What follows belongs to an exercise in optimizing a design on an open flow for small area; a production flow would make more cautious choices.
In this exercise RTL edits were held to simulation tests only and were not proved equivalent to the original.
Power is estimated from default activity; no workload was simulated.

<file path="flow/design.v">
module pwm_led(
    input  wire        clk,
    input  wire        on,       
    input  wire [14:0] pwm,      
    input  wire        pwm_end,  
    input  wire        upd,      
    input  wire [2:0]  lvl_n,    
    input  wire [14:0] p_n,      
    output wire [3:0]  leds
);
    reg [2:0]  lvl;
    reg [14:0] p;
    always @(posedge clk) begin
        if (!on) lvl <= 3'd7;
        else if (upd) lvl <= lvl_n;
        if (upd) p <= p_n;
    end
    wire full = !pwm_end && (lvl != 3'd7);
    wire part = (pwm < p);
    assign leds[0] = (lvl > 3'd0) ? full : (lvl == 3'd0) & part;
    assign leds[1] = (lvl > 3'd1) ? full : (lvl == 3'd1) & part;
    assign leds[2] = (lvl > 3'd2) ? full : (lvl == 3'd2) & part;
    assign leds[3] = (lvl > 3'd3) ? full : (lvl == 3'd3) & part;
endmodule
module top(
    input wire fastclk,  
    input wire rstn,
    input wire sda_in,   
    output reg sda_t,    
    output reg scl_t,    
    output wire [3:0] led
);
    localparam [2:0] S_GAP = 3'd0, S_START = 3'd1, S_P = 3'd2, S_H = 3'd3,
                     S_A = 3'd4, S_STOP = 3'd5, S_REP = 3'd6;
    localparam [1:0] T_W00 = 2'b00, T_R13 = 2'b01, T_R1E = 2'b11, T_W0B = 2'b10;
    wire rst;
    reg [2:0] state;
    reg [2:0] hi;         
    reg [4:0] lo;         
    reg [9:0] gap;
    localparam [9:0] G_1 = 10'd1, G_25 = 10'd17, G_501 = 10'd694, G_1001 = 10'd712;
    wire [9:0] gap_n = {gap[8:0], ~(gap[9] ^ gap[6])};
    wire [2:0] bitidx = gap[2:0];
    wire [1:0] pos = gap[4:3];    
    wire rx = gap[5];             
    reg [1:0] txn;
    reg [9:0] sh;         
    wire rd = txn[0];
    wire lo0 = (lo == 5'd0);
    wire lo24 = (lo == 5'd24);
    wire c0   = (hi == 3'd0) && lo0;
    wire c31  = (hi == 3'd1) && (lo == 5'd6);
    wire c62  = (hi == 3'd2) && (lo == 5'd12);
    wire c124 = (hi == 3'd4) && lo24;
    wire c25  = (hi == 3'd1) && lo0;
    wire p0 = (pos == 2'd0), p1 = (pos == 2'd1), p2 = pos[1];
    reg txbit;
    always @* begin
        case (bitidx)
            3'd6: txbit = p0 | (p2 & rd);
            3'd4: txbit = p0 | rd;
            3'd3: txbit = p1 & txn[1];
            3'd2: txbit = p1 & txn[1] & txn[0];
            3'd1: txbit = p0 | (p2 & rd) | (p1 & (txn != T_W00));
            3'd0: txbit = p2 | (p1 & (txn[1] ^ txn[0]));
            default: txbit = 1'b0;
        endcase
    end
    wire ack2 = rx && !pos[0] && txn[1];  
    wire gap_end = (gap == G_1001);
    reg [24:0] X;
    reg [2:0]  lvl_w;
    reg c;                
    reg w;                
    reg cy;               
    reg lc;               
    reg bw;               
    reg act_q;
    wire ip = &lvl_w;     
    wire run = (txn == T_W0B);
    wire act = lo0 ? run && (ip || ((sh > 10'd50) && !lvl_w[2])) : act_q;
    wire fr = (lo <= 5'd9);   
    reg kr, lr, kp, lp;
    always @* begin
        lr = (lo == 5'd6) || (lo == 5'd8);                                       
        kr = ip ? (lo != 5'd2) && (lo != 5'd5) && (lo != 5'd9)                   
           : c ? lr : (lo == 5'd1) || (lo == 5'd2) || (lo == 5'd4) ||
                      (lo == 5'd5) || (lo == 5'd6) || (lo == 5'd7);              
        lp = (lo == 5'd11) || (lo == 5'd16) || (lo == 5'd17) || (lo == 5'd19) ||
             (lo == 5'd20) || (lo == 5'd21) || (lo == 5'd22);                    
        kp = !ip && (w ? lp : (lo == 5'd10) || (lo == 5'd13) || (lo == 5'd15) ||
                               (lo == 5'd16));                                   
    end
    wire ka = act && (fr ? kr : kp);
    wire la = fr ? lr : lp;
    wire a = X[0] & !ip;
    wire sum = a ^ ka ^ cy;
    wire cyo = (a & ka) | (a & cy) | (ka & cy);
    wire lco = (sum & la) | (sum & lc) | (la & lc);
    wire sdec = act && !ip && fr;    
    wire s0 = sh[0] ^ bw;
    always @(posedge fastclk) begin
        X <= {sum, X[24:1]};
        act_q <= act;
        if (txn == T_R1E) begin
            c <= 1'b0;
            cy <= 1'b0;
            if (state == S_A && c0 && ack2) lvl_w <= (|sh[7:2]) ? 3'd4 : 3'd7;
        end else if (act) begin
            if (lo == 5'd9) begin
                cy <= c;
                lc <= lco;
                if (!ip) c <= lco;
            end else if (lo24) begin
                cy <= 1'b0;
                lc <= 1'b0;
                lvl_w <= ip ? 3'd0 : lvl_w + {2'd0, w};
            end else begin
                cy <= cyo;
                lc <= lco;
            end
        end
        bw <= lo24 | (bw & !(sdec & sh[0]));
    end
    reg [14:0] pwm;
    reg on;
    assign rst = !rstn || !on;
    wire pwm_end = (pwm == 15'd24999);
    wire [15:0] por_n = {w, pwm} + 16'd1;
    always @(posedge fastclk) begin
        if (!rstn) begin
            on <= 1'b0;
            pwm <= 15'd1;
        end else if (!on) begin
            pwm <= por_n[14:0];
            if ({w, pwm} == 16'hFFFF) on <= 1'b1;
        end else
            pwm <= pwm_end ? 15'd0 : pwm + 15'd1;
    end
    always @(posedge fastclk) begin
        if (!rstn) w <= 1'b0;
        else if (!on) w <= por_n[15];
        else if (txn == T_R1E) w <= 1'b0;
        else if (act && lo24 && !ip) w <= lco;
    end
    always @(posedge fastclk) begin
        if (rst) begin
            state <= S_GAP;
            hi <= 3'd0;
            lo <= 5'd0;
            gap <= G_501;
            txn <= T_W00;
            sda_t <= 1'b1;
            scl_t <= 1'b1;
        end else begin
            if (lo24) begin
                lo <= 5'd0;
                hi <= (hi == 3'd4) ? 3'd0 : hi + 3'd1;
            end else lo <= lo + 5'd1;
            case (state)
                S_GAP: begin
                    if (c0) begin
                        if (gap_end) begin
                            gap <= 10'd7;  
                            state <= S_START;
                            hi <= 3'd0;
                            lo <= 5'd0;
                        end else gap <= gap_n;
                    end
                end
                S_START: begin
                    if (c0) sda_t <= 1'b0;
                    if (c124) state <= S_P;
                end
                S_P: begin
                    if (c0) begin
                        scl_t <= 1'b0;
                        sda_t <= rx | txbit;
                    end
                    if (c124) state <= S_H;
                end
                S_H: begin
                    if (c0) scl_t <= 1'b1;
                    if (c124) begin
                        scl_t <= 1'b0;
                        gap[2:0] <= bitidx - 3'd1;
                        state <= (bitidx == 3'd0) ? S_A : S_P;
                    end
                end
                S_A: begin
                    if (c0) sda_t <= !ack2;
                    if (c31) scl_t <= 1'b1;
                    if (c124) begin
                        scl_t <= 1'b0;
                        state <= S_P;
                        if (rx) begin
                            if (ack2) gap[4:3] <= 2'd3;
                            else state <= S_STOP;
                        end else if (pos == 2'd0) begin
                            gap[4:3] <= 2'd1;
                        end else if (pos == 2'd1) begin
                            if (rd) state <= S_STOP;
                            else gap[4:3] <= 2'd2;
                        end else begin
                            if (rd) gap[5] <= 1'b1;
                            else state <= S_STOP;
                        end
                    end
                end
                S_STOP: begin
                    if (c0) begin
                        scl_t <= 1'b1;
                        sda_t <= 1'b0;
                    end
                    if (c31) begin
                        sda_t <= 1'b1;
                        hi <= 3'd0;
                        lo <= 5'd0;
                        if (pos == 2'd1) begin
                            gap[4:3] <= 2'd2;
                            state <= S_REP;
                        end else begin
                            state <= S_GAP;
                            gap <= rd ? G_25 : 10'd0;
                            txn[0] <= !txn[1];
                            txn[1] <= txn[0] & (txn[1] | (sh[7:0] != 8'd0));
                        end
                    end
                end
                default: begin  
                    if (c25) begin
                        sda_t <= 1'b0;
                        hi <= 3'd0;
                        lo <= 5'd0;
                        state <= S_P;
                    end
                end
            endcase
        end
        if (state == S_H && c62 && rx)
            sh <= {sh[8:0], sda_in};
        else if (sdec)
            sh <= {s0, sh[9:1]};
    end
    wire upd = (state == S_GAP) && (txn == T_W00) && (hi == 3'd0) && (lo == 5'd1) &&
               (gap == G_1) && !(!lvl_w[2] && sh == 10'h014);
    pwm_led u_bar (
        .clk   (fastclk),
        .on    (on),
        .pwm   (pwm),
        .pwm_end (pwm_end),
        .upd   (upd),
        .lvl_n (lvl_w),
        .p_n   (X[15:1]),
        .leds  (led)
    );
endmodule
</file>
<file path="flow/flow/run.sh">
#!/bin/bash
# Own layout flow: the standard synthesis, then the combinational logic
# re-mapped for area by Yosys/ABC (registers untouched, result proven equal to
# the standard netlist, else the standard netlist is kept), then the standard flow's
# standard layout from the floorplan on. Each tool's output goes to a log file here.
set -euo pipefail
W=$PWD
R=$W/orfs/results/$FLOW_PLATFORM/top/base
LIB=$FLOW_HOME/platforms/$FLOW_PLATFORM/lib/sky130_fd_sc_hd__tt_025C_1v80.lib
YOSYS=$(command -v yosys || true)
[[ -n "$YOSYS" ]] || YOSYS=$FLOW_HOME/../tools/install/yosys/bin/yosys

bash standard.sh synth > $W/1_standard_synth.log 2>&1
cp $R/1_2_yosys.v $W/standard_synth.v
sed -e "s#@LIB@#$LIB#g" -e "s#@IN@#$W/standard_synth.v#g" -e "s#@TOP@#$FLOW_TOP#g" \
    -e "s#@ABC@#$W/flow/area.abc#g" -e "s#@OUT@#$W/post_synth.v#g" $W/flow/post.ys > $W/post.ys
sed -e "s#@LIB@#$LIB#g" -e "s#@GOLD@#$W/standard_synth.v#g" -e "s#@GATE@#$W/post_synth.v#g" \
    -e "s#@TOP@#$FLOW_TOP#g" $W/flow/equiv.ys > $W/equiv.ys
if $YOSYS -s $W/post.ys > $W/2_post_synth_yosys.log 2>&1 &&
   $YOSYS -s $W/equiv.ys > $W/3_post_synth_equiv.log 2>&1; then
  cp $W/post_synth.v $R/1_2_yosys.v
  rm -f $R/1_synth.odb $R/1_synth.sdc
  echo "re-mapped netlist used" > $W/post_synth_status.txt
else
  echo "re-mapping failed or not proven: standard netlist kept" > $W/post_synth_status.txt
fi
# clock tree: the flow's buffer list, without dummy loads
if [[ -f $W/flow/cts_args ]]; then export CTS_ARGS="$(cat $W/flow/cts_args)"; fi
bash standard.sh > $W/4_standard_layout.log 2>&1
</file>
<file path="flow/flow/area.abc">
strash
&get -n
&deepsyn -I 1 -J 300
&put
dch -f
amap
mfs2 -a
&get -n
&st
&dch -f
&nf -R 1000
&put
mfs2 -a
&get -n
&st
&dch -f
&nf -R 1000
&put
mfs2 -a
&get -n
&st
&dch -f
&nf -R 1000
&put
mfs2 -a
&get -n
&st
&dch -f
&nf -R 1000
&put
mfs2 -a
&get -n
&st
&dch -f
&nf -R 1000
&put
</file>
<file path="flow/flow/cts_args">
-sink_clustering_enable -repair_clock_nets -buf_list {sky130_fd_sc_hd__clkbuf_4 sky130_fd_sc_hd__clkbuf_8} -dont_use_dummy_load
</file>
<file path="flow/flow/equiv.ys">
# Prove the re-mapped netlist equal to the standard synthesis (same registers).
read_liberty -ignore_miss_func @LIB@
read_verilog @GOLD@
rename @TOP@ gold
read_verilog @GATE@
rename @TOP@ gate
flatten gold gate
opt_clean
equiv_make gold gate equiv
hierarchy -top equiv
equiv_simple -seq 2
equiv_induct
equiv_status -assert
</file>
<file path="flow/flow/post.ys">
# Re-map the combinational logic of the standard synthesis with a stronger
# area-oriented ABC script. Flip-flops are kept as they are (same instances,
# names and cell types); only the logic between them is re-optimised.
read_liberty -ignore_miss_func @LIB@
setattr -mod -set keep_hierarchy 1 sky130_fd_sc_hd__df* sky130_fd_sc_hd__edf* sky130_fd_sc_hd__sdf* sky130_fd_sc_hd__sedf* sky130_fd_sc_hd__dl*
read_verilog @IN@
hierarchy -top @TOP@
flatten @TOP@
select @TOP@
rename -hide w:*.*
select -clear
opt_clean
select @TOP@
abc -liberty @LIB@ -dont_use *lpflow* -dont_use *probe* -dont_use *clkbuf* -dont_use *clkinv* -dont_use *conb* -script @ABC@
opt_clean -purge
hilomap -singleton -hicell sky130_fd_sc_hd__conb_1 HI -locell sky130_fd_sc_hd__conb_1 LO
splitnets
opt_clean -purge
rename -enumerate -pattern _q%_
insbuf -buf sky130_fd_sc_hd__buf_4 A X
rename -enumerate -pattern _q%_
tee -o @OUT@.stat stat -liberty @LIB@
write_verilog -noattr -noexpr -nohex -nodec -selected @OUT@
</file>
<file path="flow/standard.sh">
#!/bin/bash
# synth_recipe.tcl (not shown) runs the flow's synth.tcl, then flattens the netlist and writes it again
# the make line also repeats each setting of config.mk as NAME=value (left out here)
make -C /OpenROAD-flow-scripts/flow DESIGN_CONFIG=/design/flow/config.mk WORK_HOME=/design/flow/orfs CLKGATE_MAP_FILE= SYNTH_SCRIPT=/design/flow/synth_recipe.tcl "${@:-finish}"
</file>
<file path="flow/config.mk">
export PLATFORM = sky130hd
export DESIGN_NAME = top
export DESIGN_NICKNAME = top
export VERILOG_FILES = /design/flow/design.v
export SDC_FILE = /design/flow/constraint.sdc
export NUM_CORES = 4
export LEC_CHECK = 0
export CAP_MARGIN = 20
export CORE_MARGIN = 2
export CORE_UTILIZATION = 40
export CTS_BUF_LIST = sky130_fd_sc_hd__clkbuf_8
export SLEW_MARGIN = 20
</file>
<file path="flow/constraint.sdc">
create_clock -name core_clock -period 40.0 [get_ports {fastclk}]
set_input_delay 8.0000 -clock core_clock [delete_from_list [all_inputs] [get_ports {fastclk}]]
set_output_delay 8.0000 -clock core_clock [all_outputs]
set_load 0.01 [all_outputs]
</file>
==> results.txt <==
==> power breakdown <==
part | total, mW | switching [mW] | internal [mW]
logic | 0.00113 | 0.000661 | 0.000470
registers | 0.107 | 0.000313 | 0.107
clock network | 0.0509 | 0.0307 | 0.0202
total | 0.159 | 0.0317 | 0.127
==> layout make-up <==
type / instances / area [um^2]
inverters: 25 / 93.8
multi-input cells: 315 / 1830
repair buffers: 10 / 95.1
well taps: 136 / 170
fillers: 980 / 5660
flip-flops and latches: 103 / 2350
clock buffers: 9 / 124
==> routing by layer <==
metal	vias to the layer above	wire, um
met5	-	0
met4	0	131
met2	74	3690
met3	13	534
li1	1682	-
met1	1545	4660
==> state kept, by name, summed over array words and instances (netlist names), 2 cells and up <==
signal	cells
state	3
lvl_w	3
u_bar.p	15
hi	3
u_bar.lvl	3
pwm	15
txn	2
sh	10
X	25
lo	5
gap	10
==> worst max-delay path: cells and delay by family, from the launching register on <==
family / cells / cell delay [ps]
flops: 1 / 340
compound gates: 11 / 1520
buf+inv: 2 / 620
simple gates: 2 / 210
==> stage by stage <==
| stage | power, mW | instances | setup WS (ps) |
|---|---|---|---|
| floorplan | 0.110 | 443 | 29980 |
| global placement | 0.111 | 589 | 29340 |
| detailed placement | 0.111 | 589 | 29300 |
| CTS | 0.161 | 598 | 28890 |
| global route | 0.166 | 598 | 28590 |
| finish | 0.159 | 598 | 28910 |
==> final timing paths <==
path	from	end	cells after the start
worst max-delay path	pwm[1]	led[2]	15
worst min-delay path	X[16]	X[15]	0
worst max register to register	lo[0]	gap[0]	12
worst min register to register	X[16]	X[15]	0
==> results by group <==
STA
  • Tightest Pin Transition: approximately 900 ps
  • Setup Viol. Count Final: 0
  • FMAX: ~90 MHz
  • Period utilisation layout: between 20 and 30%
  • Max-slew violation count: 0
  • Setup TNS: 0 ps
  • Max-slew headroom: between 30% and 40%
  • Worst hold margin: around 320 ps
  • RSZ-0062 raised after global routing: false
  • Fin. Hold Viols: 0
  • Min Clock Period, post-route: between 10000 and 15000 ps
  • Worst Clk Skew: 27.0 ps

Detailed routing
  • Via count: roughly 3300
  • First DRT Iteration DRCs: between 200 and 250
  • # DRC: 0
  • Post-Route WL: 9.02 mm
  • 1st-pass router iterations: 5
  • Routed Antenna Nets: 0
  • Wire per inst: roughly 15 um
  • Via density: between 5 and 6

Layout
  • P&R area growth vs syn: 9.23%
  • Finished Cell Area: 0.00466 mm^2
  • Final core area utilization: a little under half
  • Most common cell after layout, fill and taps aside: dfxtp_1
  • ANT cells: 0
  • Most frequent cells in the layout: dfxtp_1 (74), nor2_1 (42), a21oi_1 (37), nand2_1 (37), edfxtp_1 (29)
  • Share of cells above drive strength 1: approximately 2.6%
  • Nets: around 470

Clock network
  • Root Driver: clkbuf_8
  • CTS sink cnt: between 100 and 150
  • Max H-tree Level: 3
  • CTS resizes: 0
  • Clock buffer depth: 2
  • CTS tree: yes
  • Clock slew at reported path FFs: ~100 ps
  • Hold buffers post-CTS: 0
  • Post-CTS setup buffers: 0
  • Num CTS Buffers: 9
  • Skew-Pair Late Insertion Delay: approximately 380 ps

Yosys
  • Mapped Cells: about 440
  • Syn avg cell area: around 9.6 um^2
  • Synth warnings: 2
  • Mapped cell area: ~0.0043 mm^2
  • Syn_nets: around 450

Placement
  • HPWL after DPL: 6.53 mm
  • GP Congestion: just under 0.9
  • Placed Area: around 0.0045 mm^2
  • I/O Buffers: 8

Worst hold path
  • Hold Crit Class: reg2reg

Setup path
  • Sequence of cells on the critical path: inv_1, o21ai_0, o21ai_0, o221ai_1, a21oi_1, a221oi_1, o21a_1, o21a_1, o21ai_0, o221ai_1, o2bb2ai_1, nor2_1, nand2_1, o22ai_1, clkdlybuf4s50_1
  • CP Capture Type: output port
  • Arr. time, crit path: around 3100 ps
  • Crit Path Max Fanout: 5
  • CP max-delay cell: clkdlybuf4s50_1
  • Worst Setup Start Kind: flop
  • Worst stage delay on the critical path: about 550 ps
  • Crit path top cell by count: o21ai_0
  • Worst EP required: ~32000 ps
  • Kind of critical path: reg2out
  • R2r setup slk: around 36000 ps

Die
  • Die Ht: between 100 and 150 um
  • I/O Pins: 9
  • Die Wd: 107 um
  • Core area: between 0.01 and 0.015 mm^2
  • # rows: 37
  • Die area: roughly 0.012 mm^2
  • Starting Density: between 40 and 50%

Run status
  • Outcome: complete, no violations

Global routing
  • GR Layer Usage met1: 25.8%
  • Initial antenna violation count: 0
  • GRT busiest layer: met1
  • First-pass GRT wire length: roughly 15 mm
  • Largest net degree at the start of global routing: 19
  • Grt met3 use: around 4.8%
  • GRT Residual Overflow: 0
  • Vias in the first global route: roughly 3100
  • Total Routing Usage GR: between 15 and 20%
  • M2 GR Usage: 23.4%

Power
  • Maximum vdd drop: between 0.000015 and 0.00002 V
  • Leak: between 1.5 and 2 nW
  • Total power density per cell area: ~34 mW/mm^2

Flow run
  • Max-Cap Viols: 0

==> what the ideal ports hide <==
In the flow no input, the clock included, has a driving cell. The finished layout below was timed again as built, in two steps. Step 1 (the two cells are an assumption about what drives the block):
set clk [get_ports {fastclk}]
set_driving_cell -lib_cell sky130_fd_sc_hd__clkbuf_16 $clk
set_driving_cell -lib_cell sky130_fd_sc_hd__buf_2 [delete_from_list [all_inputs] $clk]
Step 2 moves the port delays by t, midway between the first and last clock arrival at a register: inputs arrive t later, outputs are due t later. That takes back most of the time a late clock gives input paths. a / b / c = no drivers / after step 1 / after step 2; a / b = the first two.
t, ns: 0.402
slack for setup (ns): 28.912 / 28.878 / 29.280
worst hold slack (ns): 0.321 / 0.321 / 0.321
After both steps setup and hold are still met in this run. The setup slack of this run moves by -0.034 ns with the drivers and by +0.368 ns with both steps.
